Source: an optimization exercise on an open RTL-to-GDS flow (aim: small area, a short achievable clock period and few clock cycles). Production flows keep margins and buffers that such runs may drop. Where RTL was checked, it was by simulation tests only, not by an equivalence proof against the original. No functional check of the RTL was part of runs 4 and 5. Power is estimated from default activity; no workload was simulated.

<file path="flow/design.v">
module forwardingBoard(a, b, uns, lt, eq);
	input [31:0] a, b;
	input uns;
	output reg [3:0] lt, eq;
	wire [31:0] x = {a[31] ^ ~uns, a[30:0]};
	wire [31:0] y = {b[31] ^ ~uns, b[30:0]};
	reg [31:0] l, e;
	integer w, i;
	always @* begin
		l = ~x & y;
		e = ~(x ^ y);
		for (w = 1; w < 8; w = w * 2)
			for (i = 0; i < 32; i = i + 2 * w) begin
				l[i] = l[i + w] | (e[i + w] & l[i]);
				e[i] = e[i + w] & e[i];
			end
		for (i = 0; i < 4; i = i + 1) begin
			lt[i] = l[8 * i];
			eq[i] = e[8 * i];
		end
	end
endmodule
module decoder(
	input  [31:0] inst,
	output [3:0]  rs1,
	output [3:0]  rs2,
	output [3:0]  rd,
	output [31:0] imm,
	output        uses1,      
	output        uses2,      
	output        bImm,       
	output        wr,         
	output        isLoad,
	output        isStore,
	output        isJal,
	output        isJalr,
	output        sub,        
	output        cmpUns,     
	output        rSum, rLt, rXor, rOr, rAnd, rSh, rImm, rTgt, rNpc,
	output        shLeft,
	output        cEq, cNe, cLe, cGe,
	output        ldByte, ldHalf, ldUns
);
	wire [4:0] op = inst[6:2];
	wire [2:0] f3 = inst[14:12];
	wire lui   = op == 5'b01101;
	wire auipc = op == 5'b00101;
	wire jal   = op == 5'b11011;
	wire jalr  = op == 5'b11001;
	wire br    = op == 5'b11000;
	wire ld    = op == 5'b00000;
	wire st    = op == 5'b01000;
	wire opi   = op == 5'b00100;
	wire opr   = op == 5'b01100;
	wire alu   = opi | opr;
	assign rs1 = inst[18:15];
	assign rs2 = inst[23:20];
	assign rd  = inst[10:7];
	wire [31:0] immI = {{20{inst[31]}}, inst[31:20]};
	wire [31:0] immS = {{20{inst[31]}}, inst[31:25], inst[11:7]};
	wire [31:0] immB = {{19{inst[31]}}, inst[31], inst[7], inst[30:25], inst[11:8], 1'b0};
	wire [31:0] immU = {inst[31:12], 12'b0};
	wire [31:0] immJ = {{11{inst[31]}}, inst[31], inst[19:12], inst[20], inst[30:21], 1'b0};
	assign imm = st ? immS : br ? immB : (lui | auipc) ? immU : jal ? immJ : immI;
	assign uses1   = ~(lui | auipc | jal);
	assign uses2   = opr | br | st;
	assign bImm    = opi | ld | st | jalr;
	assign wr      = alu | lui | auipc | jal | jalr | ld;
	assign isLoad  = ld;
	assign isStore = st;
	assign isJal   = jal;
	assign isJalr  = jalr;
	assign sub    = (alu & f3[2:1] == 2'b01) | (opr & f3 == 3'b000 & inst[30]);
	assign cmpUns = br ? f3[1] : f3[0];
	assign rSum  = alu & f3 == 3'b000;
	assign rLt   = alu & f3[2:1] == 2'b01;
	assign rXor  = alu & f3 == 3'b100;
	assign rOr   = alu & f3 == 3'b110;
	assign rAnd  = alu & f3 == 3'b111;
	assign rSh   = alu & f3[1:0] == 2'b01;
	assign shLeft = ~f3[2];
	assign rImm  = lui;
	assign rTgt  = auipc;
	assign rNpc  = jal | jalr;
	assign cEq = br & f3 == 3'b000;
	assign cNe = br & f3 == 3'b001;
	assign cLe = br & f3[2] & ~f3[0];
	assign cGe = br & f3[2] &  f3[0];
	assign ldByte = f3[1:0] == 2'b00;
	assign ldHalf = f3[1:0] == 2'b01;
	assign ldUns  = f3[2];
endmodule
module alu(a, b, sub, cmpUns, shLeft, sum, lt, shOut);
	input  [31:0] a, b;
	input  sub, cmpUns, shLeft;
	output [31:0] sum;
	output lt;
	output [31:0] shOut;
	wire [33:0] s = {1'b0, a, 1'b1} + {1'b0, b, sub};
	assign sum = s[32:1];
	wire b31 = b[31] ^ sub;            
	wire ltu = ~s[33];
	wire lts = (a[31] ^ b31) ? a[31] : s[32];
	assign lt = cmpUns ? ltu : lts;
	reg [31:0] ain, rout;
	integer i;
	always @* begin
		for (i = 0; i < 32; i = i + 1) ain[i] = shLeft ? a[31 - i] : a[i];
	end
	wire [31:0] r = ain >> b[4:0];
	always @* begin
		for (i = 0; i < 32; i = i + 1) rout[i] = shLeft ? r[31 - i] : r[i];
	end
	assign shOut = rout;
endmodule
module loadUnit(ldByte, ldHalf, ldUns, memData, out);
	input ldByte, ldHalf, ldUns;
	input [31:0] memData;
	output [31:0] out;
	wire s = ~ldUns & memData[31];
	assign out[31:16] = (ldByte | ldHalf) ? {16{s}} : memData[31:16];
	assign out[15:8]  = ldByte ? {8{s}} : ldHalf ? memData[31:24] : memData[15:8];
	assign out[7:0]   = ldByte ? memData[31:24] : ldHalf ? memData[23:16] : memData[7:0];
endmodule
module bancoRegistrador(clk, clear, rs1, rs2, data, rd, wEn, r1, r2);
	input clk, clear;
	input [3:0] rs1, rs2, rd;
	input wEn;                
	input [31:0] data;
	output [31:0] r1, r2;
	reg [31:0] registers [1:15];
	wire [31:0] wdata = data & {32{~clear}};
	integer i;
	always @(posedge clk) begin
		for (i = 1; i < 16; i = i + 1)
			if (clear || (wEn && rd == i)) registers[i] <= wdata;
	end
	wire wt1 = wEn && rd == rs1;
	wire wt2 = wEn && rd == rs2;
	reg [31:0] a, b;
	always @* begin
		a = wt1 ? data : 32'b0;
		b = wt2 ? data : 32'b0;
		for (i = 1; i < 16; i = i + 1) begin
			if (rs1 == i && !(wEn && rd == i)) a = a | registers[i];
			if (rs2 == i && !(wEn && rd == i)) b = b | registers[i];
		end
	end
	assign r1 = a;
	assign r2 = b;
endmodule
module fewcore (clk, reset, imem_addr, imem_rdata, dmem_addr, dmem_wdata, dmem_we, dmem_rdata);
	input clk, reset;
	output [31:0] imem_addr;
	input  [31:0] imem_rdata;
	output [31:0] dmem_addr;
	output [31:0] dmem_wdata;
	output dmem_we;
	input  [31:0] dmem_rdata;
	reg  [31:0] pcF;           
	reg         fv;            
	reg         again;         
	reg         start;         
	reg  [31:0] aX, oX;        
	reg  [31:0] zX;            
	reg         vX, jmpX, cEqX, cNeX, cLeX, cGeX;
	reg  [3:0]  ltX, eqX;       
	wire [31:0] sum;           
	wire [31:0] pcF4 = {pcF[31:2] + 30'd1, pcF[1:0]};
	wire        bLt = ltX[3] | eqX[3] & (ltX[2] | eqX[2] & (ltX[1] | eqX[1] & ltX[0]));
	wire        bEq = &eqX;
	wire        takeX = jmpX | (cEqX & bEq) | (cNeX & ~bEq) | (cLeX & (bLt | bEq)) | (cGeX & ~bLt);
	wire        redir = vX & takeX;
	wire        dHaz;
	wire        refetch = fv & dHaz & ~redir;
	assign imem_addr = redir ? {sum[31:1], 1'b0} : start ? 32'b0 : again ? pcF : pcF4;
	always @(posedge clk) begin
		pcF <= refetch ? pcF : imem_addr;
		if (reset) begin
			fv    <= 1'b0;
			again <= 1'b0;
			start <= 1'b1;
		end else begin
			fv    <= ~refetch;
			again <= refetch;
			start <= 1'b0;
		end
	end
	wire [3:0]  dRs1, dRs2, dRd;
	wire [31:0] dImm;
	wire dUses1, dUses2, dBImm, dWr, dLoad, dStore, dJal, dJalr, dSub, dCmpUns;
	wire dRSum, dRLt, dRXor, dROr, dRAnd, dRSh, dRImm, dRTgt, dRNpc, dShLeft;
	wire dCEq, dCNe, dCLe, dCGe, dLdByte, dLdHalf, dLdUns;
	decoder dec(
		.inst(imem_rdata), .rs1(dRs1), .rs2(dRs2), .rd(dRd), .imm(dImm),
		.uses1(dUses1), .uses2(dUses2), .bImm(dBImm), .wr(dWr),
		.isLoad(dLoad), .isStore(dStore), .isJal(dJal), .isJalr(dJalr),
		.sub(dSub), .cmpUns(dCmpUns),
		.rSum(dRSum), .rLt(dRLt), .rXor(dRXor), .rOr(dROr), .rAnd(dRAnd),
		.rSh(dRSh), .rImm(dRImm), .rTgt(dRTgt), .rNpc(dRNpc), .shLeft(dShLeft),
		.cEq(dCEq), .cNe(dCNe), .cLe(dCLe), .cGe(dCGe),
		.ldByte(dLdByte), .ldHalf(dLdHalf), .ldUns(dLdUns)
	);
	wire dBr = dCEq | dCNe | dCLe | dCGe;
	reg  [3:0]  rdW;
	reg         wW, ldW, ldByteW, ldHalfW, ldUnsW;
	reg  [31:0] resW;
	wire [31:0] ldData, wbData;
	loadUnit lu(.ldByte(ldByteW), .ldHalf(ldHalfW), .ldUns(ldUnsW), .memData(dmem_rdata), .out(ldData));
	assign wbData = ldW ? ldData : resW;
	wire [31:0] rf1, rf2;
	bancoRegistrador rf(
		.clk(clk), .clear(start), .rs1(dRs1), .rs2(dRs2),
		.data(wbData), .rd(rdW), .wEn(wW), .r1(rf1), .r2(rf2)
	);
	reg  [3:0]  rdX;
	reg         wrX, ldX;      
	wire [31:0] res;           
	wire m1 = dRs1 == rdX && wrX;
	wire m2 = dRs2 == rdX && wrX;
	assign dHaz = ldX & ((dUses1 & m1) | (dUses2 & m2));
	wire [31:0] dA = m1 ? res : rf1;
	wire [31:0] dB = m2 ? res : rf2;
	wire [3:0] dLt, dEq;
	forwardingBoard bcmp(.a(dA), .b(dB), .uns(imem_rdata[13]), .lt(dLt), .eq(dEq));
	reg  stV, subX, cmpUnsX, shLeftX;
	reg  rSumX, rLtX, rXorX, rOrX, rAndX, rShX, rXX, rNpcX;
	reg  ldByteX, ldHalfX, ldUnsX;
	always @(posedge clk) begin
		aX   <= (dRTgt | dJal | dBr) ? pcF : dA;
		oX   <= ((dBImm | dRTgt | dJal | dBr | dRImm) ? dImm : dB) ^ {32{dSub}};
		zX   <= dB;
		rdX  <= dRd;
		subX <= dSub;  cmpUnsX <= dCmpUns;  shLeftX <= dShLeft;
		rSumX <= dRSum | dRTgt; rLtX <= dRLt; rXorX <= dRXor; rOrX <= dROr; rAndX <= dRAnd;
		rShX <= dRSh; rXX <= dRImm; rNpcX <= dRNpc;
		ldByteX <= dLdByte; ldHalfX <= dLdHalf; ldUnsX <= dLdUns;
		jmpX <= dJal | dJalr;
		ltX  <= dLt;  eqX <= dEq;
		cEqX <= dCEq; cNeX <= dCNe; cLeX <= dCLe; cGeX <= dCGe;
		if (reset) begin
			vX <= 1'b0; wrX <= 1'b0; ldX <= 1'b0; stV <= 1'b0;
		end else begin
			stV  <= fv & ~redir & ~dHaz & dStore;
			vX   <= fv & ~redir & ~dHaz;
			wrX  <= fv & ~redir & ~dHaz & dWr & (dRd != 4'd0);
			ldX  <= fv & ~redir & ~dHaz & dLoad;
		end
	end
	wire [31:0] shOut;
	wire lt;
	alu alu_m(.a(aX), .b(oX), .sub(subX), .cmpUns(cmpUnsX), .shLeft(shLeftX),
	          .sum(sum), .lt(lt), .shOut(shOut));
	assign res = ({32{rSumX}} & sum) | {31'b0, rLtX & lt} |
	             ({32{rXorX}} & (aX ^ oX)) | ({32{rOrX}} & (aX | oX)) |
	             ({32{rAndX}} & (aX & oX)) | ({32{rShX}} & shOut) |
	             ({32{rXX}} & oX) | ({32{rNpcX}} & pcF);
	assign dmem_addr  = sum;
	assign dmem_wdata = zX;
	assign dmem_we    = stV & ~reset;
	always @(posedge clk) begin
		resW <= res;
		rdW  <= rdX;
		ldByteW <= ldByteX; ldHalfW <= ldHalfX; ldUnsW <= ldUnsX;
		if (reset) begin
			wW  <= 1'b0;
			ldW <= 1'b0;
		end else begin
			wW  <= vX & wrX;
			ldW <= ldX;
		end
	end
endmodule
</file>
<file path="flow/config.mk">
export PLATFORM = sky130hd
export DESIGN_NAME = fewcore
export DESIGN_NICKNAME = fewcore
export VERILOG_FILES = /design/flow/design.v
export SDC_FILE = /design/flow/constraint.sdc
export NUM_CORES = 4
export LEC_CHECK = 0
export ABC_AREA = 1
export CAP_MARGIN = 10
export CORE_MARGIN = 2
export CORE_UTILIZATION = 40
export PLACE_DENSITY = 0.6
export SLEW_MARGIN = 10
export TNS_END_PERCENT = 0
</file>
<file path="flow/constraint.sdc">
create_clock -name core_clock -period 12.5 [get_ports {clk}]
set_input_delay 2.5000 -clock core_clock [delete_from_list [all_inputs] [get_ports {clk}]]
set_output_delay 2.5000 -clock core_clock [all_outputs]
set_load 0.01 [all_outputs]
</file>
<file path="flow/flow/run.sh">
#!/bin/bash
# Own flow: the standard layout (standard.sh, unchanged synthesis) with
#  - the ports buffered by a plain buffer cell instead of the delay cell the
#    resizer picks by default,
#  - timing repair asked to leave setup margin,
#  - a clock tree of fewer, smaller buffers without dummy loads.
# make's full output goes to standard_make.log; ORFS's per-step logs stay
# under orfs/logs.
set -uo pipefail
MARGIN=6.5
CTS="-sink_clustering_enable -repair_clock_nets -dont_use_dummy_load -sink_clustering_size 20 -sink_clustering_max_diameter 130 -buf_list sky130_fd_sc_hd__clkbuf_16"
bash standard.sh "SETUP_SLACK_MARGIN=$MARGIN" \
  "BUFFER_PORTS_ARGS=-buffer_cell sky130_fd_sc_hd__buf_1" \
  "CTS_ARGS=$CTS" \
  finish > standard_make.log 2>&1
</file>
<file path="flow/standard.sh">
#!/bin/bash
# synth_recipe.tcl (not shown) runs the flow's synth.tcl, then flattens the netlist and writes it again
# the make line also repeats each setting of config.mk as NAME=value (left out here)
make -C /OpenROAD-flow-scripts/flow DESIGN_CONFIG=/design/flow/config.mk WORK_HOME=/design/flow/orfs CLKGATE_MAP_FILE= SYNTH_SCRIPT=/design/flow/synth_recipe.tcl "${@:-finish}"
</file>
==> summary.txt, run 1 <==
Run status
  – Outcome: timing/DRC/antenna clean

Finish
  – Area growth from synthesis to layout: 9.12%
  – Final core utilization: 0.439
  – Filler cell count in the final layout: 9225
  – Final layout net count: 4676
  – Layout cells sized above 1: 0.0652
  – Most common library cell in the layout ignoring fill and taps: sky130_fd_sc_hd__nand2_1
  – Most frequent cells in the layout: sky130_fd_sc_hd__nand2_1, sky130_fd_sc_hd__edfxtp_1, sky130_fd_sc_hd__inv_1, sky130_fd_sc_hd__nand3_1, sky130_fd_sc_hd__nor2_1
  – Multi-input gate area: 16100 µm²
  – Sequential standard cell area: 18900 µm²

Timing
  – Post-route clock skew: 82.2 ps
  – Hold Violations, Final: 0
  – Number of max-slew violations in the final report: 0
  – Final Worst Setup Slack: 6470 ps
  – Time the final worst path needs with I/O delays and setup: 6030 ps
  – Final worst path period share: 0.483
  – Top achievable clock speed: 0.166 GHz
  – Transition time at the pin with the least slew margin: 1270 ps
  – Sum Neg Setup Slack: 0 ps
  – Final setup violation count: 0
  – Worst slew margin relative to its limit: 0.141
  – RSZ-0062 raised after global routing: true

Drt
  – Remaining routing DRC violations: 0
  – Via density: 6.19
  – Antenna-violating nets left: 0
  – Routed vias: between 30k and 40k
  – 1st-iter DRT viols: roughly 6.0k
  – Total Wirelength: roughly 170000 µm
  – Iteration count of the initial detailed-routing pass: 6
  – Average routed wire per standard cell: 30.2 µm

Floorplan
  – Cell row count: around 110
  – Standard cell core area: 93200 µm²
  – Initial Util: 0.403
  – DIE WIDTH: 310 µm
  – Floorplan die area: about 96000 µm²
  – I/O pin total: 163
  – Die span in y: just over 300 µm

Placed design
  – Dpl ws: 5680 ps
  – HPWL after detailed placement: approximately 120000 µm
  – Final weighted congestion in routability-driven placement: around 1.1
  – Quantity of I/O buffers inserted on ports: 160

Clock network
  – Max H-tree Level: 2
  – Clock-pin transition on the worst setup and hold timing paths: 100 ps
  – CTS Root Buffer Type: sky130_fd_sc_hd__clkbuf_16
  – Buffers from clock root to sink, at most: 3
  – Count of clock tree sinks: 686
  – Clock insertion delay at the later pin of the skew report: 650 ps
  – CTS tree: built
  – Clock buffer count from CTS: 40

Critical path
  – Max stage delay on crit path: 480 ps
  – FF-to-FF Start: shLeftX$_DFF_P_
  – Data required time at the worst endpoint: 10000 ps
  – Cells along the critical path: inv_1 > ha_1 > a21oi_1 > o21ai_0 > a21oi_1 > nand3_1 > or2_2 > nand2_1 > o22ai_1 > buf_1
  – Most common cell on crit path: sky130_fd_sc_hd__a21oi_1
  – Number of cells on the worst reg-to-reg path: 19
  – Maximum fanout encountered on the critical timing path: 5
  – Arrival time at the worst endpoint: 3530 ps
  – Setup CP Type: register to primary output
  – Destination of the worst register-to-register timing path: ltX[2]$_DFF_P_
  – CP endpoint kind: primary output
  – Worst path slowest cell: sky130_fd_sc_hd__dfxtp_1
  – Internal reg-to-reg setup slack: 7590 ps
  – Kind of start point of the critical path: register
  – Worst setup startpoint: aX[9]$_DFF_P_

Pwr
  – Cell area power density: 135 nW/µm²
  – Leakage power: 16.2 nW
  – Max rail drop VDD: a little under 0.0001 V
  – Post-layout total power: 5.51 mW

Yosys
  – Average cell area after synthesis: 8.52 µm²
  – Number of distinct library cell variants in the gate-level netlist after synthesis: a little over 60
  – Cell taking the most area after synthesis: sky130_fd_sc_hd__edfxtp_1
  – Net count of the mapped netlist: approximately 4.6k
  – Top FF cell, synth: sky130_fd_sc_hd__edfxtp_1
  – Cells after Synth: 4406
  – Portion of the post-synthesis area used by sequential elements: 0.503
  – Post-synthesis register bit count: just under 700
  – Post-synth ARST share: 0
  – Number of enable-type register cells in the synthesized netlist: a little over 500
  – Summed instance area of the synthesized netlist: between 30000 and 40000 µm²
  – Area share of the largest cell type after synthesis: 0.410
  – Leading cell types by total area after synthesis: sky130_fd_sc_hd__edfxtp_1, sky130_fd_sc_hd__nand2_1, sky130_fd_sc_hd__dfxtp_1
  – Yosys warnings: 5

GRT
  – Via count of the first global-routing pass: roughly 32k
  – GR Util All Layers: 0.355
  – Wire length of the first global-routing pass: 240000 µm
  – Antenna violations before repair: 8
  – Aggregate global routing overflow: 0
  – Pin count of the biggest net entering global routing: 66

Job
  – Max-cap violations: 0

Worst hold path
  – Hold Crit Start: ldUnsX$_DFF_P_
  – Worst min-delay path class: register to register
  – End of the worst hold path: ldUnsW$_DFF_P_
  – Worst Hold Depth: 0
==> synth_stat cells (6+ instances only) <==
cell and instances:
sky130_fd_sc_hd__or2_2 7, sky130_fd_sc_hd__nor2_1 271, sky130_fd_sc_hd__inv_1 490, sky130_fd_sc_hd__nand4_1 63
sky130_fd_sc_hd__a22o_1 13, sky130_fd_sc_hd__buf_6 8, sky130_fd_sc_hd__edfxtp_1 512, sky130_fd_sc_hd__inv_2 31
sky130_fd_sc_hd__nor3_1 50, sky130_fd_sc_hd__dfxtp_1 174, sky130_fd_sc_hd__xnor2_1 8, sky130_fd_sc_hd__nor2_2 9
sky130_fd_sc_hd__o211ai_1 54, sky130_fd_sc_hd__o21ai_0 193, sky130_fd_sc_hd__a221oi_1 87, sky130_fd_sc_hd__nand3b_1 7
sky130_fd_sc_hd__o22ai_1 159, sky130_fd_sc_hd__nor4_1 17, sky130_fd_sc_hd__and2_1 12, sky130_fd_sc_hd__a21oi_1 134
sky130_fd_sc_hd__o2111ai_1 29, sky130_fd_sc_hd__o21bai_1 8, sky130_fd_sc_hd__nand2_2 17, sky130_fd_sc_hd__buf_2 72
sky130_fd_sc_hd__buf_4 8, sky130_fd_sc_hd__clkbuf_1 92, sky130_fd_sc_hd__o21ai_1 22, sky130_fd_sc_hd__ha_1 97
sky130_fd_sc_hd__a22oi_1 15, sky130_fd_sc_hd__a211oi_1 51, sky130_fd_sc_hd__nand3_1 424, sky130_fd_sc_hd__o221ai_1 33
sky130_fd_sc_hd__o2111a_1 6, sky130_fd_sc_hd__xor2_1 44, sky130_fd_sc_hd__buf_1 14, sky130_fd_sc_hd__nand2_1 1124
==> final cells by class <==
cell class                      instances  share of cell area
Inverter                              526              0.0489
Sequential cell                       686               0.461
Antenna cell                            4            0.000245
Timing Repair inverter                  1            0.000183
Tap cell                             1254              0.0383
Clock buffer                           40              0.0245
Multi-Input combinational cell       3000               0.393
Timing Repair Buffer                  257              0.0346
==> sequential cells by signal, indices dropped and copies added, names as in the netlist, 4 cells and up <==
register / flops
rf.registers: 480
aX: 32
oX: 32
pcF: 32
resW: 32
zX: 32
eqX: 4
ltX: 4
rdW: 4
rdX: 4
==> where the power goes <==
| group | switching, mW | leakage [nW] | internal (mW) | total [mW] |
|---|---|---|---|---|
| registers | 0.106 | 6.79 | 2.61 | 2.71 |
| clock network | 0.759 | 0.493 | 0.571 | 1.33 |
| logic | 1.07 | 8.95 | 0.395 | 1.47 |
==> kinds of logic (layout without fill, tap and decap cells) <==
kind of cell    count (synthesis)  after routing  synth area share
flops                         686            686             0.503
other cells                     0              4                 0
mux                             1              1          0.000300
simple gates                 2018           2018             0.230
xor+xnor                       52             52            0.0121
fa+ha+maj                      98             98            0.0329
buf+inv                       720            824            0.0770
compound gates                831            831             0.145
==> through the flow <==
stage                     hold slack (ps)  std cells  area (µm²)
after floorplan                       310       4406       37500
after global placement                317       5703       39400
after detailed placement              318       5703       39400
after CTS                             335       5750       40600
after global routing                  352       5764       40900
final                                 333       5768       40900
==> worst max-delay path by stage <==
| stage | to | slack [ps] | cells past startpoint |
|---|---|---|---|
| after detailed placement | ltX[0]$_DFF_P_ | 5680 | 17 |
| after global placement | ltX[0]$_DFF_P_ | 5650 | 17 |
| after floorplan | dmem_we | 7330 | 1 |
| after CTS | imem_addr[16] | 6310 | 14 |
| final | imem_addr[16] | 6470 | 10 |
| after global routing | imem_addr[29] | 6380 | 13 |
==> worst max-delay path, delay by kind of cell (launching register included) <==
| kind | cells | cell delay [ps] |
|---|---|---|
| flops | 1 | 480 |
| fa+ha+maj | 1 | 380 |
| buf+inv | 2 | 220 |
| simple gates | 3 | 760 |
| compound gates | 4 | 1070 |
==> metal layers <==
metal | vias to the layer above | share of wire | GRT usage
met5 | - | 0.000097 | 0
met4 | 4 | 0.082 | 0.248
met3 | 642 | 0.13 | 0.106
met2 | 2672 | 0.42 | 0.529
met1 | 16900 | 0.36 | 0.439
li1 | 15500 | - | -
==> timing repair <==
| action | in CTS | in global routing |
|---|---|---|
| setup buffers | 6 | 14 |
| endpoints found under the hold margin | 0 | 0 |
| gates cloned | 1 | 0 |
| setup endpoints to repair | 51 | 56 |
| gates resized for setup | 24 | 64 |
| pin swaps | 1 | 4 |
| hold buffers | 0 | 0 |
Testbench counts, summed over its fixed seeds: cycles 63,270.
==> run 2: changes to the inputs <==
--- a/flow/flow/run.sh
+++ b/flow/flow/run.sh
@@ -9,3 +9,3 @@
 set -uo pipefail
-MARGIN=6.5
+MARGIN=7.5
 CTS="-sink_clustering_enable -repair_clock_nets -dont_use_dummy_load -sink_clustering_size 20 -sink_clustering_max_diameter 130 -buf_list sky130_fd_sc_hd__clkbuf_16"
--- a/flow/config.mk
+++ b/flow/config.mk
@@ -11,3 +11,3 @@
 export CORE_UTILIZATION = 40
-export PLACE_DENSITY = 0.6
+export PLACE_DENSITY = 0.75
 export SLEW_MARGIN = 10
==> run 2 against run 1 <==
Net effect:
- global-route usage decreased by 1.0 points
- register-to-register slack improved by 110 ps
- flip-flop and latch count stayed put
- die area stayed put
- largest cell class unchanged
- critical path depth is 5 higher
- still clean
==> summary.txt, run 2 <==
Run status
  – Outcome: timing/DRC/antenna clean

Timing
  – RSZ-0062 raised after global routing: true
  – Sum Neg Setup Slack: 0 ps
  – Post-route clock skew: between 80 and 90 ps
  – Worst slew margin relative to its limit: 0.149
  – Hold Violations, Final: 0
  – Time the final worst path needs with I/O delays and setup: 5580 ps
  – Final worst path period share: 0.447
  – Transition time at the pin with the least slew margin: around 1300 ps
  – Final setup violation count: 0
  – Number of max-slew violations in the final report: 0
  – Top achievable clock speed: around 0.18 GHz

Finish
  – Final layout net count: 4784
  – Most frequent cells in the layout: sky130_fd_sc_hd__nand2_1, sky130_fd_sc_hd__edfxtp_1, sky130_fd_sc_hd__inv_1, sky130_fd_sc_hd__nand3_1, sky130_fd_sc_hd__nor2_1
  – Most common library cell in the layout ignoring fill and taps: sky130_fd_sc_hd__nand2_1
  – Most flop-heavy register: rf.registers
  – Max reg flops: 480
  – Layout cells sized above 1: 0.123
  – Final non-filler cell area: 42900 µm²
  – Area growth from synthesis to layout: 14.4%

Drt
  – Antenna-violating nets left: 0
  – Via density: 6.40
  – Routed vias: between 30k and 40k
  – Remaining routing DRC violations: 0
  – Total Wirelength: 172000 µm
  – Average routed wire per standard cell: 29.3 µm
  – Iteration count of the initial detailed-routing pass: 14
  – 1st-iter DRT viols: around 7.5k

Critical path
  – Data required time at the worst endpoint: 12980 ps
  – Kind of start point of the critical path: input pin
  – Worst setup startpoint: imem_rdata[21]
  – FF-to-FF Start: ldHalfW$_DFF_P_
  – CP endpoint kind: register
  – Destination of the worst register-to-register timing path: ltX[2]$_DFF_P_
  – Critical Path Sink: ltX[0]$_DFF_P_
  – Number of cells on the worst reg-to-reg path: 15
  – Arrival time at the worst endpoint: 6060 ps
  – Setup CP Type: input pin to register
  – Maximum fanout encountered on the critical timing path: 21
  – Internal reg-to-reg setup slack: slightly below 8000 ps

Worst hold path
  – Worst min-delay path class: register to register

Pwr
  – Leakage power: between 15 and 20 nW
  – Cell area power density: 133 nW/µm²
  – Max rail drop VDD: about 0.00013 V

Yosys
  – Cells after Synth: 4406
  – Area share of the largest cell type after synthesis: 0.410
  – Synth cell count leaders: sky130_fd_sc_hd__nand2_1, sky130_fd_sc_hd__edfxtp_1, sky130_fd_sc_hd__inv_1
  – Most common cell in the synthesized netlist: sky130_fd_sc_hd__nand2_1
  – Share of synthesized area spent on multiplexers: 0.000300
  – Area fraction in compound gates after synthesis: 0.145
  – Cell taking the most area after synthesis: sky130_fd_sc_hd__edfxtp_1
  – Number of enable-type register cells in the synthesized netlist: ~510
  – Net count of the mapped netlist: approximately 4.6k
  – Xor-xnor portion of the synthesized cell area: 0.0121
  – Post-synth ARST share: 0
  – Largest family of logic cells by synthesized area: simple AND/OR/NAND/NOR gates
  – Average cell area after synthesis: 8.52 µm²
  – Post-synthesis register bit count: ~700
  – Fraction of the mapped netlist area in simple logic gates: 0.230
  – Portion of the post-synthesis area used by sequential elements: 0.503
  – Number of distinct library cell variants in the gate-level netlist after synthesis: 61
  – Summed instance area of the synthesized netlist: 37500 µm²
  – Top FF cell, synth: sky130_fd_sc_hd__edfxtp_1
  – Yosys warnings: 5
  – Leading cell types by total area after synthesis: sky130_fd_sc_hd__edfxtp_1, sky130_fd_sc_hd__nand2_1, sky130_fd_sc_hd__dfxtp_1
  – Adder-cell share of the synthesized area: 0.0329

Floorplan
  – DIE WIDTH: 310 µm
  – I/O pin total: 163
  – Standard cell core area: approximately 93000 µm²
  – Cell row count: 112
  – Initial Util: 0.403
  – Die span in y: 310 µm
  – Floorplan die area: 96300 µm²

GRT
  – Aggregate global routing overflow: 0
  – Pin count of the biggest net entering global routing: 66
  – GR Util All Layers: 0.344
  – Antenna violations before repair: 8
  – Wire length of the first global-routing pass: 236000 µm
  – Via count of the first global-routing pass: 33.4k

Job
  – Max-cap violations: 0

Clock network
  – CTS Root Buffer Type: sky130_fd_sc_hd__clkbuf_16
  – Clock buffer count from CTS: 40
  – Max H-tree Level: 2
  – CTS tree: built
  – Count of clock tree sinks: 686
  – Buffers from clock root to sink, at most: 3
  – Hold_buf cts: 0
  – Clock-pin transition on the worst setup and hold timing paths: 90 ps
  – Clock insertion delay at the later pin of the skew report: 650 ps

Placed design
  – Instance area at placement: 39400 µm²
  – Final weighted congestion in routability-driven placement: 1.05
  – Quantity of I/O buffers inserted on ports: 160
  – HPWL after detailed placement: 113000 µm
run 2: cell types whose count changed in the layout (fill, tap and decap cells not counted), sizes merged:
cell / delta
diode: +2
inv: -8
clkinvlp: +8
clkbuf: +5
bufbuf: +6
buf: +97
run 2: how the worst min path moves through the flow:
stage,startpoint,to,cells after the start
final,ldUnsX$_DFF_P_,ldUnsW$_DFF_P_,0
after floorplan,ldByteX$_DFF_P_,ldByteW$_DFF_P_,0
after global routing,ldUnsX$_DFF_P_,ldUnsW$_DFF_P_,0
after global placement,ldUnsX$_DFF_P_,ldUnsW$_DFF_P_,0
after detailed placement,ldUnsX$_DFF_P_,ldUnsW$_DFF_P_,0
after CTS,ldUnsX$_DFF_P_,ldUnsW$_DFF_P_,0
run 2: per-stage QoR:
step           hold WS (ps)  total power [mW]  worst slack [ps]   util  cells
2_1_floorplan           310              3.55              7420      -   4406
3_3_place_gp            318              4.09              5620  0.423   5700
3_5_place_dp            319              4.11              5620  0.423   5700
4_1_cts                 353              5.50              6870  0.447   5794
5_1_grt                 361              5.87              6840  0.460   5872
6_report                352              5.71              6920  0.460   5878
run 2: critical path, stage by stage:
cell and delay (ps):
sky130_fd_sc_hd__buf_1 290, sky130_fd_sc_hd__inv_1 160, sky130_fd_sc_hd__nand2_1 210, sky130_fd_sc_hd__nor2_1 60, sky130_fd_sc_hd__nand2_1 70, sky130_fd_sc_hd__buf_4 470, sky130_fd_sc_hd__inv_4 300, sky130_fd_sc_hd__a221oi_1 390
sky130_fd_sc_hd__nand4_1 370, sky130_fd_sc_hd__and2_2 410, sky130_fd_sc_hd__ha_1 320, sky130_fd_sc_hd__nand2_1 90, sky130_fd_sc_hd__nor2_1 50, sky130_fd_sc_hd__a211oi_1 190, sky130_fd_sc_hd__o211ai_1 110
run 2: cell families after synthesis:
logic type | after synthesis
multiplexers | 1
adder cells (fa/ha/maj) | 98
AND/OR/NAND/NOR | 2018
AO/OA/AOI/OAI | 831
flip-flops | 686
XOR/XNOR | 52
buffers and inverters | 720
run 2: area by class of cell:
cell class | count | area, µm²
timing repair inverter | 1 | 7.51
clock buffer | 40 | 1000
inverter | 526 | 2070
tap | 1254 | 1570
antenna | 6 | 15.0
multi-input combinational | 3000 | 16800
sequential | 686 | 18900
timing repair buffer | 365 | 2560
fill | 8898 | 50300
run 2: repair_timing:
action	in CTS	in global routing
pin swaps	30	36
setup endpoints to repair	107	178
gates resized for setup	197	172
cloned	7	2
setup buffers	47	75
run 2: layer usage:
metal	share of wire	up-vias	track usage
li1	-	15700	-
met1	0.34	17500	0.422
met2	0.40	3579	0.484
met3	0.18	827	0.158
met4	0.083	4	0.227
met5	0.00043	-	0.00455
run 2: report_power, final:
group	switching (mW)	total [mW]	internal [mW]
Clock	0.749	1.32	0.570
Sequential	0.120	2.73	2.61
Combinational	1.14	1.66	0.516
Total	2.01	5.71	3.70
==> run 3: changes to the inputs <==
--- a/flow/flow/run.sh
+++ b/flow/flow/run.sh
@@ -10,3 +10,3 @@
 MARGIN=7.5
-CTS="-sink_clustering_enable -repair_clock_nets -dont_use_dummy_load -sink_clustering_size 20 -sink_clustering_max_diameter 130 -buf_list sky130_fd_sc_hd__clkbuf_16"
+CTS="-sink_clustering_enable -repair_clock_nets -dont_use_dummy_load -sink_clustering_size 14 -sink_clustering_max_diameter 100 -buf_list sky130_fd_sc_hd__clkbuf_8"
 bash standard.sh "SETUP_SLACK_MARGIN=$MARGIN" \
--- a/flow/config.mk
+++ b/flow/config.mk
@@ -11,3 +11,3 @@
 export CORE_UTILIZATION = 40
-export PLACE_DENSITY = 0.75
+export PLACE_DENSITY = 0.6
 export SLEW_MARGIN = 10
==> run 3 against run 2 <==
Net effect:
- hold slack lost 8.1 ps
- non-clock buffer count down 54
- synthesized area stayed put
- combinational power barely moved
- sequential power is essentially flat
- clock-buffer cell count up 15
- core utilization shrank 0.57 points
- critical path type is now register to primary output
- critical endpoint is now imem_addr[21]
- highest routed layer unchanged
==> summary.txt, run 3 <==
Yosys
  – Top FF cell, synth: sky130_fd_sc_hd__edfxtp_1
  – Cell taking the most area after synthesis: sky130_fd_sc_hd__edfxtp_1
  – Cells after Synth: 4406
  – Number of distinct library cell variants in the gate-level netlist after synthesis: ~60
  – Most common cell in the synthesized netlist: sky130_fd_sc_hd__nand2_1
  – Area share of the largest cell type after synthesis: 0.410
  – Yosys warnings: 5
  – Post-synth ARST share: 0
  – Portion of the post-synthesis area used by sequential elements: 0.503
  – Average cell area after synthesis: between 8 and 9 µm²
  – Number of enable-type register cells in the synthesized netlist: 512
  – Net count of the mapped netlist: around 4.6k
  – Post-synthesis register bit count: 686
  – Summed instance area of the synthesized netlist: 37500 µm²
  – Leading cell types by total area after synthesis: sky130_fd_sc_hd__edfxtp_1, sky130_fd_sc_hd__nand2_1, sky130_fd_sc_hd__dfxtp_1
  – Synth cell count leaders: sky130_fd_sc_hd__nand2_1, sky130_fd_sc_hd__edfxtp_1, sky130_fd_sc_hd__inv_1

Pwr
  – Net Switching: between 2 and 2.5 mW
  – Max rail drop VDD: 0.0000795 V
  – Leakage power: 16.8 nW
  – Clock network fraction of design power: 0.210
  – Internal power consumption: 3.50 mW
  – Relative contribution of combinational cells to total power: 0.299
  – Fraction of power spent switching nets: 0.369
  – Cell area power density: 131 nW/µm²
  – Sequential power share: 0.491

Drt
  – Routed vias: between 30k and 40k
  – Met2 WL post-DR: 74400 µm
  – 1st-iter DRT viols: 6091
  – Iteration count of the initial detailed-routing pass: 6
  – Top layer reached by signal wires: met5
  – Antenna-violating nets left: 0
  – Met3 routed wirelength: 24100 µm
  – Average routed wire per standard cell: 30.5 µm
  – Total Wirelength: ~180000 µm
  – Sum of routed wire segments on met1: 64500 µm
  – Via density: between 6 and 7
  – Remaining routing DRC violations: 0

Critical path
  – Maximum fanout encountered on the critical timing path: 8
  – Max stage delay on crit path: 380 ps
  – WP buf/inv: 5
  – Data required time at the worst endpoint: 10000 ps
  – Cell type group with the largest total delay on the critical path: buffers and inverters
  – Worst path slowest cell: sky130_fd_sc_hd__dfxtp_4
  – Kind of start point of the critical path: register
  – Cells along the critical path: a21oi_4 > nand2_4 > a21oi_4 > nand2_1 > nand2_1 > nand3_1 > nand2_2 > buf_12 > clkinvlp_4 > nor2_4 > clkinvlp_4 > clkbuf_16 > o21ai_2 > buf_2
  – CP endpoint kind: primary output
  – Setup CP Type: register to primary output
  – Arrival time at the worst endpoint: 3310 ps

Floorplan
  – Floorplan die area: between 90000 and 100000 µm²
  – Die span in y: 310 µm
  – DIE WIDTH: about 310 µm
  – I/O pin total: 163
  – Initial Util: 0.403
  – Standard cell core area: slightly above 90000 µm²
  – Cell row count: 112

Finish
  – Most common library cell in the layout ignoring fill and taps: sky130_fd_sc_hd__nand2_1
  – Most flop-heavy register: rf.registers
  – Area growth from synthesis to layout: 13.0%
  – Final layout net count: roughly 4.7k
  – Most frequent cells in the layout: sky130_fd_sc_hd__nand2_1, sky130_fd_sc_hd__edfxtp_1, sky130_fd_sc_hd__inv_1, sky130_fd_sc_hd__nand3_1, sky130_fd_sc_hd__nor2_1
  – Max reg flops: 480
  – Layout cells sized above 1: 0.123

Clock network
  – Buffers from clock root to sink, at most: 3
  – Count of clock tree sinks: 686
  – Hold_buf cts: 0
  – Clock-pin transition on the worst setup and hold timing paths: about 100 ps
  – Max H-tree Level: 2
  – Clock insertion delay at the later pin of the skew report: 800 ps
  – CTS Root Buffer Type: sky130_fd_sc_hd__clkbuf_8
  – CTS tree: built
  – Clock buffer count from CTS: 55

Placed design
  – Final weighted congestion in routability-driven placement: 1.04
  – Quantity of I/O buffers inserted on ports: 160
  – HPWL after detailed placement: 119000 µm

GRT
  – Aggregate global routing overflow: 0
  – GR Util All Layers: 0.358
  – Antenna violations before repair: 11
  – Wire length of the first global-routing pass: 243000 µm
  – Via count of the first global-routing pass: 33.1k
  – Pin count of the biggest net entering global routing: 66

Timing
  – Worst slack on hold paths: about 340 ps
  – Post-route clock skew: 72.0 ps
  – Time the final worst path needs with I/O delays and setup: slightly below 6000 ps
  – Sum Neg Setup Slack: 0 ps
  – Final setup violation count: 0
  – RSZ-0062 raised after global routing: true
  – Number of max-slew violations in the final report: 0
  – Worst slew margin relative to its limit: 0.150
  – Transition time at the pin with the least slew margin: roughly 1300 ps
  – Final worst path period share: 0.465
  – Hold Violations, Final: 0
  – Top achievable clock speed: between 0.15 and 0.2 GHz

Run status
  – Outcome: timing/DRC/antenna clean

Job
  – Max-cap violations: 0

Worst hold path
  – Worst min-delay path class: register to register
run 3: cell counts after synthesis:
Identical to the previous run, type by type.
run 3: worst register-to-register path: cells and delay by family, from the launching register on:
kind / cells / cell delay, ps
compound gates: 3 / 1080
fa+ha+maj: 1 / 390
buf+inv: 3 / 1390
flops: 1 / 320
simple gates: 10 / 1530
run 3: per-layer routing:
| metal | global-route usage | up-vias |
|---|---|---|
| met4 | 0.258 | 8 |
| met5 | 0 | - |
| met3 | 0.104 | 729 |
| met2 | 0.529 | 2986 |
| met1 | 0.448 | 17100 |
| li1 | - | 15700 |
run 3: area by class of cell:
type / count / area, µm²
Antenna cell: 6 / 15.0
Multi-Input combinational cell: 3000 / 17000
Timing Repair Buffer: 311 / 2130
Clock buffer: 55 / 757
Tap cell: 1254 / 1570
Inverter: 526 / 2010
Fill cell: 9170 / 50800
Timing Repair inverter: 1 / 7.51
Sequential cell: 686 / 18900
run 3: cell families after synthesis:
| group | count (synthesis) | share of synthesized area |
|---|---|---|
| simple gates | 2018 | 0.230 |
| compound gates | 831 | 0.145 |
| buf+inv | 720 | 0.0770 |
| flops | 686 | 0.503 |
| fa+ha+maj | 98 | 0.0329 |
| xor+xnor | 52 | 0.0121 |
| mux | 1 | 0.000300 |
run 3: worst paths after layout:
| check | endpoint | start | cells after the start | slack, ps |
|---|---|---|---|---|
| worst max-delay path | imem_addr[21] | eqX[2]$_DFF_P_ | 14 | 6690 |
| worst min-delay path | rdW[0]$_DFF_P_ | rdX[0]$_DFF_P_ | 0 | 340 |
| worst max register to register | ltX[3]$_DFF_P_ | shLeftX$_DFF_P_ | 17 | 7700 |
| worst min register to register | rdW[0]$_DFF_P_ | rdX[0]$_DFF_P_ | 0 | 340 |
run 3: repair_timing:
| item | 4_1_cts | 5_1_grt |
|---|---|---|
| cloned | 5 | 4 |
| pin swaps | 23 | 40 |
| endpoints found under the setup margin | 91 | 156 |
| buffers inserted | 35 | 32 |
| resized for setup | 246 | 127 |
run 3: metrics by stage:
step / instances / power, mW / utilization / setup WS (ps) / area (µm²)
5_1_grt: 5834 / 5.73 / 0.455 / 6690 / 42400
3_5_place_dp: 5702 / 4.12 / 0.423 / 5880 / 39400
4_1_cts: 5797 / 5.39 / 0.445 / 6720 / 41500
2_1_floorplan: 4406 / 3.55 / - / 7420 / 37500
6_report: 5839 / 5.55 / 0.455 / 6690 / 42400
3_3_place_gp: 5702 / 4.12 / 0.423 / 5910 / 39400
run 3: power groups by stage:
stage	logic (mW)	registers, mW	clock network (mW)
final	1.66	2.72	1.17
after CTS	1.51	2.71	1.17
after floorplan	0.828	2.73	0
after detailed placement	1.36	2.76	0
after global routing	1.75	2.74	1.25
after global placement	1.36	2.76	0
==> run 4: changes to the inputs <==
--- a/flow/design.v
+++ b/flow/design.v
@@ -3,3 +3,3 @@
 	input uns;
-	output reg [3:0] lt, eq;
+	output reg [7:0] lt, eq;
 	wire [31:0] x = {a[31] ^ ~uns, a[30:0]};
@@ -11,3 +11,3 @@
 		e = ~(x ^ y);
-		for (w = 1; w < 8; w = w * 2)
+		for (w = 1; w < 4; w = w * 2)
 			for (i = 0; i < 32; i = i + 2 * w) begin
@@ -16,5 +16,5 @@
 			end
-		for (i = 0; i < 4; i = i + 1) begin
-			lt[i] = l[8 * i];
-			eq[i] = e[8 * i];
+		for (i = 0; i < 8; i = i + 1) begin
+			lt[i] = l[4 * i];
+			eq[i] = e[4 * i];
 		end
@@ -166,6 +166,8 @@
 	reg         vX, jmpX, cEqX, cNeX, cLeX, cGeX;
-	reg  [3:0]  ltX, eqX;       
+	reg  [7:0]  ltX, eqX;       
 	wire [31:0] sum;           
 	wire [31:0] pcF4 = {pcF[31:2] + 30'd1, pcF[1:0]};
-	wire        bLt = ltX[3] | eqX[3] & (ltX[2] | eqX[2] & (ltX[1] | eqX[1] & ltX[0]));
+	wire        lLo = ltX[3] | eqX[3] & (ltX[2] | eqX[2] & (ltX[1] | eqX[1] & ltX[0]));
+	wire        lHi = ltX[7] | eqX[7] & (ltX[6] | eqX[6] & (ltX[5] | eqX[5] & ltX[4]));
+	wire        bLt = lHi | (&eqX[7:4]) & lLo;
 	wire        bEq = &eqX;
@@ -223,3 +225,3 @@
 	wire [31:0] dB = m2 ? res : rf2;
-	wire [3:0] dLt, dEq;
+	wire [7:0] dLt, dEq;
 	forwardingBoard bcmp(.a(dA), .b(dB), .uns(imem_rdata[13]), .lt(dLt), .eq(dEq));
--- a/flow/flow/run.sh
+++ b/flow/flow/run.sh
@@ -10,3 +10,3 @@
 MARGIN=7.5
-CTS="-sink_clustering_enable -repair_clock_nets -dont_use_dummy_load -sink_clustering_size 14 -sink_clustering_max_diameter 100 -buf_list sky130_fd_sc_hd__clkbuf_8"
+CTS="-sink_clustering_enable -repair_clock_nets -dont_use_dummy_load -sink_clustering_size 20 -sink_clustering_max_diameter 130 -buf_list sky130_fd_sc_hd__clkbuf_16"
 bash standard.sh "SETUP_SLACK_MARGIN=$MARGIN" \
==> run 4 against run 3 <==
Net effect:
- still clean
- clock power rose by 15%
- combinational power shrank 5%
- first-iteration DRC count rose by 5.8%
- synthesized area grew 1.4%
- clock skew up 23 ps
- final cell count grew 1.0%
- worst setup slack better by 130 ps
- wire length grew 0.86%
- hold slack gained 18 ps
- critical path type is now input pin to register
==> summary.txt, run 4 <==
Run status
  – Outcome: timing/DRC/antenna clean

Yosys
  – Average cell area after synthesis: 8.50 µm²
  – Area share of the largest cell type after synthesis: 0.404
  – Cell taking the most area after synthesis: sky130_fd_sc_hd__edfxtp_1
  – Leading cell types by total area after synthesis: sky130_fd_sc_hd__edfxtp_1, sky130_fd_sc_hd__nand2_1, sky130_fd_sc_hd__dfxtp_1
  – Post-synthesis register bit count: 694
  – Portion of the post-synthesis area used by sequential elements: 0.500
  – Yosys warnings: 5
  – Summed instance area of the synthesized netlist: 38000 µm²
  – Number of distinct library cell variants in the gate-level netlist after synthesis: 70
  – Net count of the mapped netlist: between 4k and 5k
  – Post-synth ARST share: 0
  – Cells after Synth: 4476
  – Number of enable-type register cells in the synthesized netlist: 512
  – Most common cell in the synthesized netlist: sky130_fd_sc_hd__nand2_1
  – Top FF cell, synth: sky130_fd_sc_hd__edfxtp_1
  – Synth cell count leaders: sky130_fd_sc_hd__nand2_1, sky130_fd_sc_hd__edfxtp_1, sky130_fd_sc_hd__inv_1

GRT
  – Pin count of the biggest net entering global routing: 66
  – Via count of the first global-routing pass: between 30k and 40k
  – Antenna violations before repair: 19
  – Wire length of the first global-routing pass: 247000 µm
  – GR Util All Layers: 0.356
  – Layer with the highest usage after global routing: met2
  – M1 GR Usage: 0.447
  – Global-route met2 utilization: 0.517
  – Aggregate global routing overflow: 0
  – Met3 track demand over resource in global routing: 0.134

Pwr
  – Leakage power: 16.9 nW
  – Max rail drop VDD: 0.000125 V
  – Post-layout total power: 5.68 mW
  – Cell area power density: 133 nW/µm²

Finish
  – Most flop-heavy register: rf.registers
  – Max reg flops: 480
  – Layout cells sized above 1: 0.101
  – Area growth from synthesis to layout: 12.0%
  – Final core utilization: 0.450
  – Most common library cell in the layout ignoring fill and taps: sky130_fd_sc_hd__nand2_1
  – Most frequent cells in the layout: sky130_fd_sc_hd__nand2_1, sky130_fd_sc_hd__edfxtp_1, sky130_fd_sc_hd__inv_1, sky130_fd_sc_hd__nand3_1, sky130_fd_sc_hd__nor2_1
  – Post-route non-filler standard cell count: 5898
  – Final layout net count: around 4.8k

Drt
  – Routed vias: 36.9k
  – Via density: roughly 6.3
  – Iteration count of the initial detailed-routing pass: 6
  – Remaining routing DRC violations: 0
  – Average routed wire per standard cell: between 30 and 40 µm
  – Total Wirelength: 180000 µm
  – 1st-iter DRT viols: 6444
  – Antenna-violating nets left: 0

Timing
  – Number of max-slew violations in the final report: 0
  – Sum Neg Setup Slack: 0 ps
  – Hold Violations, Final: 0
  – Final setup violation count: 0
  – Worst slew margin relative to its limit: 0.0860
  – Final worst path period share: 0.454
  – Time the final worst path needs with I/O delays and setup: 5680 ps
  – Transition time at the pin with the least slew margin: 1360 ps
  – Post-route clock skew: 95.1 ps
  – RSZ-0062 raised after global routing: true
  – Top achievable clock speed: 0.176 GHz

Critical path
  – Maximum fanout encountered on the critical timing path: 20
  – Arrival time at the worst endpoint: 6200 ps
  – CP endpoint kind: register
  – Max stage delay on crit path: 640 ps
  – Kind of start point of the critical path: input pin
  – Data required time at the worst endpoint: 13020 ps
  – Worst path slowest cell: sky130_fd_sc_hd__inv_1
  – FF-to-FF Start: shLeftX$_DFF_P_
  – Most common cell on crit path: sky130_fd_sc_hd__inv_1
  – Worst setup startpoint: imem_rdata[23]
  – Setup CP Type: input pin to register
  – Cells along the critical path: buf_1 > inv_1 > o22ai_1 > inv_1 > nand2_1 > buf_4 > inv_1 > a21oi_1 > nand4_1 > and2_1 > ha_1 > nand2_1 > o21ai_0

Placed design
  – Number of placed instances, taps included: 5773
  – Final weighted congestion in routability-driven placement: 1.03
  – Quantity of I/O buffers inserted on ports: 160
  – HPWL after detailed placement: 119000 µm

Clock network
  – Clock buffer count from CTS: 40
  – Max H-tree Level: 2
  – Clock insertion delay at the later pin of the skew report: 670 ps
  – Count of clock tree sinks: about 690
  – CTS Root Buffer Type: sky130_fd_sc_hd__clkbuf_16
  – CTS tree: built
  – Clock-pin transition on the worst setup and hold timing paths: ~100 ps
  – Buffers from clock root to sink, at most: 3

Floorplan
  – Die span in y: 312 µm
  – I/O pin total: 163
  – DIE WIDTH: approximately 310 µm
  – Standard cell core area: 94600 µm²
  – Cell row count: approximately 110
  – Floorplan die area: 97600 µm²
  – Initial Util: 0.402

Job
  – Max-cap violations: 0

Worst hold path
  – Hold Crit Start: ldByteX$_DFF_P_
  – Worst min-delay path class: register to register
run 4: cell types whose count changed after synthesis, moves of 10 or more:
cell / previous run / this run
sky130_fd_sc_hd__a211oi_1: 51 / 25
sky130_fd_sc_hd__a21oi_1: 134 / 146
sky130_fd_sc_hd__a221oi_1: 87 / 111
sky130_fd_sc_hd__and2_1: 12 / 27
sky130_fd_sc_hd__buf_2: 72 / 89
sky130_fd_sc_hd__clkbuf_1: 92 / 64
sky130_fd_sc_hd__nand2_1: 1124 / 1167
sky130_fd_sc_hd__nand4_1: 63 / 87
sky130_fd_sc_hd__o2111ai_1: 29 / 39
sky130_fd_sc_hd__o21ai_1: 22 / 37
sky130_fd_sc_hd__o22ai_1: 159 / 109
sky130_fd_sc_hd__xor2_1: 44 / 26
run 4: area by class of cell:
type	instances	area [µm²]
fillers	9302	52000
flip-flops and latches	694	19100
inverters	527	2050
repair inverters	3	17.5
multi-input cells	3063	16900
clock buffers	40	1000
repair buffers	297	1970
well taps	1265	1580
diodes	9	22.5
run 4: per-stage QoR:
step	worst slack (ps)	hold WS (ps)	instance area [µm²]
after CTS	6920	358	42100
after detailed placement	5920	323	39800
final	6820	362	42600
after floorplan	7420	310	38000
after global placement	5950	318	39800
after global routing	6790	377	42600
run 4: path summary, 6_finish.rpt:
path / endpoint / slack, ps / cells after the start
min: ldByteW$_DFF_P_ / 360 / 0
max: ltX[0]$_DFF_P_ / 6820 / 13
max reg2reg: ltX[1]$_DFF_P_ / 8040 / 17
min reg2reg: ldByteW$_DFF_P_ / 360 / 0
run 4: repair_timing:
action | in CTS | in global routing
gates resized for setup | 199 | 73
endpoints found under the setup margin | 141 | 199
setup buffers | 33 | 32
pin swaps | 26 | 28
hold buffers | 0 | 0
cloned | 11 | 0
run 4: kinds of logic after synthesis:
group           after synthesis  share of synthesized area
buf+inv                     719                     0.0764
flops                       694                      0.500
simple gates               2116                      0.241
fa+ha+maj                    98                     0.0324
compound gates              815                      0.142
xor+xnor                     33                    0.00760
mux                           1                   0.000263
run 4: power breakdown:
part / leakage, nW / switching (mW) / internal [mW]
clock: 0.493 / 0.781 / 0.571
combinational: 9.53 / 1.09 / 0.475
sequential: 6.86 / 0.120 / 2.64
total: 16.9 / 1.99 / 3.69
run 4: worst max-delay path: cells and delay by family:
kind            cells  cell delay (ps)
compound gates      3              770
buf+inv             5             1680
simple gates        4              920
fa+ha+maj           1              310
run 4: layer usage:
metal / up-vias / share of wire
met5: - / 0.00090
met4: 24 / 0.073
met3: 668 / 0.15
met2: 2882 / 0.41
met1: 17500 / 0.36
li1: 15900 / -
==> run 5: changes to the inputs <==
--- a/flow/design.v
+++ b/flow/design.v
@@ -3,3 +3,3 @@
 	input uns;
-	output reg [7:0] lt, eq;
+	output reg [3:0] lt, eq;
 	wire [31:0] x = {a[31] ^ ~uns, a[30:0]};
@@ -11,3 +11,3 @@
 		e = ~(x ^ y);
-		for (w = 1; w < 4; w = w * 2)
+		for (w = 1; w < 8; w = w * 2)
 			for (i = 0; i < 32; i = i + 2 * w) begin
@@ -16,5 +16,5 @@
 			end
-		for (i = 0; i < 8; i = i + 1) begin
-			lt[i] = l[4 * i];
-			eq[i] = e[4 * i];
+		for (i = 0; i < 4; i = i + 1) begin
+			lt[i] = l[8 * i];
+			eq[i] = e[8 * i];
 		end
@@ -160,31 +160,21 @@
 	reg  [31:0] pcF;           
-	reg         fv;            
-	reg         again;         
 	reg         start;         
+	wire        fv = ~start;   
 	reg  [31:0] aX, oX;        
 	reg  [31:0] zX;            
-	reg         vX, jmpX, cEqX, cNeX, cLeX, cGeX;
-	reg  [7:0]  ltX, eqX;       
+	reg         vX, rfX, jmpX, cEqX, cNeX, cLeX, cGeX;
+	reg  [3:0]  ltX, eqX;       
 	wire [31:0] sum;           
 	wire [31:0] pcF4 = {pcF[31:2] + 30'd1, pcF[1:0]};
-	wire        lLo = ltX[3] | eqX[3] & (ltX[2] | eqX[2] & (ltX[1] | eqX[1] & ltX[0]));
-	wire        lHi = ltX[7] | eqX[7] & (ltX[6] | eqX[6] & (ltX[5] | eqX[5] & ltX[4]));
-	wire        bLt = lHi | (&eqX[7:4]) & lLo;
+	wire        bLt = ltX[3] | eqX[3] & (ltX[2] | eqX[2] & (ltX[1] | eqX[1] & ltX[0]));
 	wire        bEq = &eqX;
 	wire        takeX = jmpX | (cEqX & bEq) | (cNeX & ~bEq) | (cLeX & (bLt | bEq)) | (cGeX & ~bLt);
-	wire        redir = vX & takeX;
+	wire        redirS = vX & takeX;   
+	wire        redir  = redirS | rfX;    
 	wire        dHaz;
-	wire        refetch = fv & dHaz & ~redir;
-	assign imem_addr = redir ? {sum[31:1], 1'b0} : start ? 32'b0 : again ? pcF : pcF4;
-	always @(posedge clk) begin
-		pcF <= refetch ? pcF : imem_addr;
-		if (reset) begin
-			fv    <= 1'b0;
-			again <= 1'b0;
-			start <= 1'b1;
-		end else begin
-			fv    <= ~refetch;
-			again <= refetch;
-			start <= 1'b0;
-		end
+	assign imem_addr = redirS ? {sum[31:1], 1'b0} : rfX ? aX : start ? 32'b0 : pcF4;
+	always @(posedge clk) begin
+		pcF <= imem_addr;
+		if (reset) start <= 1'b1;
+		else       start <= 1'b0;
 	end
@@ -225,3 +215,3 @@
 	wire [31:0] dB = m2 ? res : rf2;
-	wire [7:0] dLt, dEq;
+	wire [3:0] dLt, dEq;
 	forwardingBoard bcmp(.a(dA), .b(dB), .uns(imem_rdata[13]), .lt(dLt), .eq(dEq));
@@ -231,3 +221,3 @@
 	always @(posedge clk) begin
-		aX   <= (dRTgt | dJal | dBr) ? pcF : dA;
+		aX   <= (dRTgt | dJal | dBr | dHaz) ? pcF : dA;
 		oX   <= ((dBImm | dRTgt | dJal | dBr | dRImm) ? dImm : dB) ^ {32{dSub}};
@@ -243,3 +233,3 @@
 		if (reset) begin
-			vX <= 1'b0; wrX <= 1'b0; ldX <= 1'b0; stV <= 1'b0;
+			vX <= 1'b0; rfX <= 1'b0; wrX <= 1'b0; ldX <= 1'b0; stV <= 1'b0;
 		end else begin
@@ -247,2 +237,3 @@
 			vX   <= fv & ~redir & ~dHaz;
+			rfX  <= fv & ~redir & dHaz;
 			wrX  <= fv & ~redir & ~dHaz & dWr & (dRd != 4'd0);
==> run 5 against run 4 <==
Net effect:
- still clean on timing, DRC and antenna
- hold slack worse by 23 ps
- fmax increased by 0.98%
- synthesized cell count shrank 0.22%
- sequential power shrank 1%
- worst setup slack improved by 55 ps
- non-clock buffer count rose by 28
- clock power barely moved
- synthesized area down 1.9%
- register-to-register slack worse by 380 ps
- critical path type unchanged
- largest power group unchanged
==> summary.txt, run 5 <==
GRT
  – GR Util All Layers: 0.375
  – Aggregate global routing overflow: 0
  – Via count of the first global-routing pass: 33.9k
  – Pin count of the biggest net entering global routing: 66
  – Wire length of the first global-routing pass: 253000 µm
  – Antenna violations before repair: 8

Yosys
  – Portion of the post-synthesis area used by sequential elements: 0.496
  – Top FF cell, synth: sky130_fd_sc_hd__edfxtp_1
  – Adder-cell share of the synthesized area: 0.0331
  – Number of distinct library cell variants in the gate-level netlist after synthesis: 57
  – Leading cell types by total area after synthesis: sky130_fd_sc_hd__edfxtp_1, sky130_fd_sc_hd__nand2_1, sky130_fd_sc_hd__dfxtp_1
  – Area fraction in compound gates after synthesis: 0.151
  – Most common cell in the synthesized netlist: sky130_fd_sc_hd__nand2_1
  – Area share of the largest cell type after synthesis: 0.386
  – Post-synth ARST share: 0
  – Largest family of logic cells by synthesized area: simple AND/OR/NAND/NOR gates
  – Net count of the mapped netlist: 4630
  – Synth cell count leaders: sky130_fd_sc_hd__nand2_1, sky130_fd_sc_hd__edfxtp_1, sky130_fd_sc_hd__inv_1
  – Summed instance area of the synthesized netlist: 37300 µm²
  – Xor-xnor portion of the synthesized cell area: 0.00610
  – Cell taking the most area after synthesis: sky130_fd_sc_hd__edfxtp_1
  – Fraction of the mapped netlist area in simple logic gates: 0.241
  – Post-synthesis register bit count: 685
  – Average cell area after synthesis: approximately 8.4 µm²
  – Cells after Synth: 4466
  – Yosys warnings: 5
  – Number of enable-type register cells in the synthesized netlist: 480
  – Share of synthesized area spent on multiplexers: 0

Critical path
  – Setup CP Type: input pin to register
  – Maximum fanout encountered on the critical timing path: 19
  – Kind of start point of the critical path: input pin
  – Max stage delay on crit path: 440 ps
  – Cells along the critical path: buf_1 > inv_1 > nand2_1 > nor2_1 > nand2_2 > buf_4 > clkinvlp_4 > buf_12 > a221oi_1 > nand4_1 > nand2_1 > ha_1 > a21oi_1 > o21ai_0 > a221oi_1 > o21ai_0
  – Arrival time at the worst endpoint: 6110 ps
  – Data required time at the worst endpoint: 12990 ps
  – Worst path slowest cell: sky130_fd_sc_hd__buf_4
  – CP endpoint kind: register

Clock network
  – Clock buffer count from CTS: 41
  – CTS Root Buffer Type: sky130_fd_sc_hd__clkbuf_16
  – Clock insertion delay at the later pin of the skew report: 640 ps
  – CTS tree: built
  – Count of clock tree sinks: 685
  – Max H-tree Level: 2
  – Hold_buf cts: 0
  – Clock-pin transition on the worst setup and hold timing paths: around 90 ps
  – Buffers from clock root to sink, at most: 3

Drt
  – Remaining routing DRC violations: 0
  – Via density: 6.29
  – Antenna-violating nets left: 0
  – Routed vias: 37.1k
  – Average routed wire per standard cell: ~31 µm
  – Total Wirelength: around 180000 µm
  – Iteration count of the initial detailed-routing pass: 9
  – 1st-iter DRT viols: a little over 6k

Placed design
  – Quantity of I/O buffers inserted on ports: 160
  – Dpl ws: 5740 ps
  – Instance area at placement: 39300 µm²
  – HPWL after detailed placement: between 100000 and 150000 µm
  – Final weighted congestion in routability-driven placement: 1.04

Floorplan
  – DIE WIDTH: 309 µm
  – Cell row count: 112
  – Die span in y: 309 µm
  – Standard cell core area: between 90000 and 100000 µm²
  – I/O pin total: 163
  – Floorplan die area: 95700 µm²
  – Initial Util: 0.402

Timing
  – Final worst path period share: 0.450
  – Transition time at the pin with the least slew margin: 1410 ps
  – Final setup violation count: 0
  – Hold Violations, Final: 0
  – Worst slew margin relative to its limit: 0.0494
  – Final Worst Setup Slack: 6880 ps
  – Time the final worst path needs with I/O delays and setup: approximately 5600 ps
  – Top achievable clock speed: 0.178 GHz
  – Sum Neg Setup Slack: 0 ps
  – RSZ-0062 raised after global routing: true
  – Post-route clock skew: 60.1 ps
  – Number of max-slew violations in the final report: 0

Finish
  – Most common library cell in the layout ignoring fill and taps: sky130_fd_sc_hd__nand2_1
  – Most frequent cells in the layout: sky130_fd_sc_hd__nand2_1, sky130_fd_sc_hd__edfxtp_1, sky130_fd_sc_hd__inv_1, sky130_fd_sc_hd__nand3_1, sky130_fd_sc_hd__nor2_1
  – Sequential standard cell area: around 19000 µm²
  – Multi-input gate area: 17100 µm²
  – Final core utilization: 0.458
  – Final layout net count: roughly 4.8k
  – Max reg flops: 480
  – Most flop-heavy register: rf.registers
  – Final non-filler cell area: 42500 µm²
  – Area growth from synthesis to layout: 13.9%
  – Filler cell count in the final layout: 9157
  – Layout cells sized above 1: 0.113

Pwr
  – Leakage power: roughly 17 nW
  – Max rail drop VDD: 0.000130 V
  – Cell area power density: 136 nW/µm²

Worst hold path
  – Worst min-delay path class: register to register

Job
  – Max-cap violations: 0

Run status
  – Outcome: timing/DRC/antenna clean
## run 5: cell types whose count changed after synthesis, moves of 16 or more
| cell | before | now |
|---|---|---|
| sky130_fd_sc_hd__o211ai_1 | 53 | 37 |
| sky130_fd_sc_hd__clkbuf_1 | 64 | 97 |
| sky130_fd_sc_hd__inv_1 | 481 | 460 |
| sky130_fd_sc_hd__a211oi_1 | 25 | 52 |
| sky130_fd_sc_hd__o21ai_1 | 37 | 9 |
| sky130_fd_sc_hd__edfxtp_1 | 512 | 480 |
| sky130_fd_sc_hd__dfxtp_1 | 182 | 205 |
| sky130_fd_sc_hd__nand3_1 | 423 | 449 |
| sky130_fd_sc_hd__a21oi_1 | 146 | 180 |
| sky130_fd_sc_hd__o21ai_0 | 186 | 211 |
## run 5: stage by stage
step / hold slack, ps / cells / power, mW
2_1_floorplan: 310 / 4466 / 3.54
3_3_place_gp: 314 / 5768 / 4.14
3_5_place_dp: 318 / 5768 / 4.14
4_1_cts: 341 / 5860 / 5.62
5_1_grt: 353 / 5887 / 5.94
6_report: 339 / 5893 / 5.77
## run 5: cells by family after synthesis
group | Yosys count
xor+xnor | 26
buf+inv | 689
compound gates | 865
flops | 685
simple gates | 2103
fa+ha+maj | 98
## run 5: per-layer routing
layer | vias to the layer above | wire length, µm | track usage
li1 | 16000 | - | -
met1 | 17500 | 66900 | 0.472
met2 | 2928 | 76900 | 0.557
met3 | 653 | 25500 | 0.114
met4 | 6 | 14500 | 0.248
met5 | - | 39 | 0
## run 5: what timing repair did
item / CTS / global route
buffers inserted: 44 / 27
resized for setup: 211 / 184
pin swaps: 18 / 38
cloned: 7 / 0
endpoints found under the setup margin: 134 / 128
## run 5: final cells by class
cell class / instances / area share
flip-flops and latches: 685 / 0.438
multi-input cells: 3092 / 0.403
diodes: 6 / 0.000353
repair buffers: 325 / 0.0534
clock buffers: 41 / 0.0241
well taps: 1254 / 0.0369
inverters: 490 / 0.0449
## run 5: path summary, 6_finish.rpt
check | slack [ps] | endpoint | from | depth (start not counted)
worst max-delay path | 6880 | ltX[3]$_DFF_P_ | imem_rdata[15] | 16
worst min-delay path | 340 | ldUnsW$_DFF_P_ | ldUnsX$_DFF_P_ | 0
worst max register to register | 7660 | ltX[2]$_DFF_P_ | ldByteW$_DFF_P_ | 17
worst min register to register | 340 | ldUnsW$_DFF_P_ | ldUnsX$_DFF_P_ | 0
## run 5: critical path, delay by kind of cell
family                   cells  cell delay, ps
AO/OA/AOI/OAI                5            1080
adder cells (fa/ha/maj)      1             290
buffers and inverters        5            1400
AND/OR/NAND/NOR              5             810
## run 5: report_power, final
group	switching (mW)	total (mW)	internal [mW]
clock	0.778	1.36	0.584
sequential	0.127	2.72	2.59
combinational	1.17	1.68	0.517

==> static timing again, ports no longer ideal <==
No port has a modelled driver above. Below, the same layouts with a new extraction and two added sets of constraints.
Step 1 assumes that a clkbuf_16 drives the clock port and a buf_2 every other input.
Step 2 moves the port delays by t, midway between the first and last clock arrival at a register: inputs arrive t later, outputs are due t later. That takes back most of the time a late clock gives input paths.
a / b / c = ideal ports / drivers / drivers and shift; a / b = the first two.
run | shift t [ns] | setup WS [ns] | worst data-port slew with drivers (ns)
run 1 | 0.669 | 6.465 / 6.399 / 5.896 | 0.15
run 2 | 0.677 | 6.916 / 6.851 / 6.280 | 0.04
run 3 | 0.832 | 6.693 / 6.628 / 6.003 | 0.16
run 4 | 0.693 | 6.822 / 6.756 / 6.063 | 0.17
run 5 | 0.674 | 6.877 / 6.878 / 6.230 | 0.11
After both steps setup and hold are still met in every run listed. The setup slack of run 4, which loses most, moves by -0.066 ns with the drivers and by -0.759 ns with both steps.
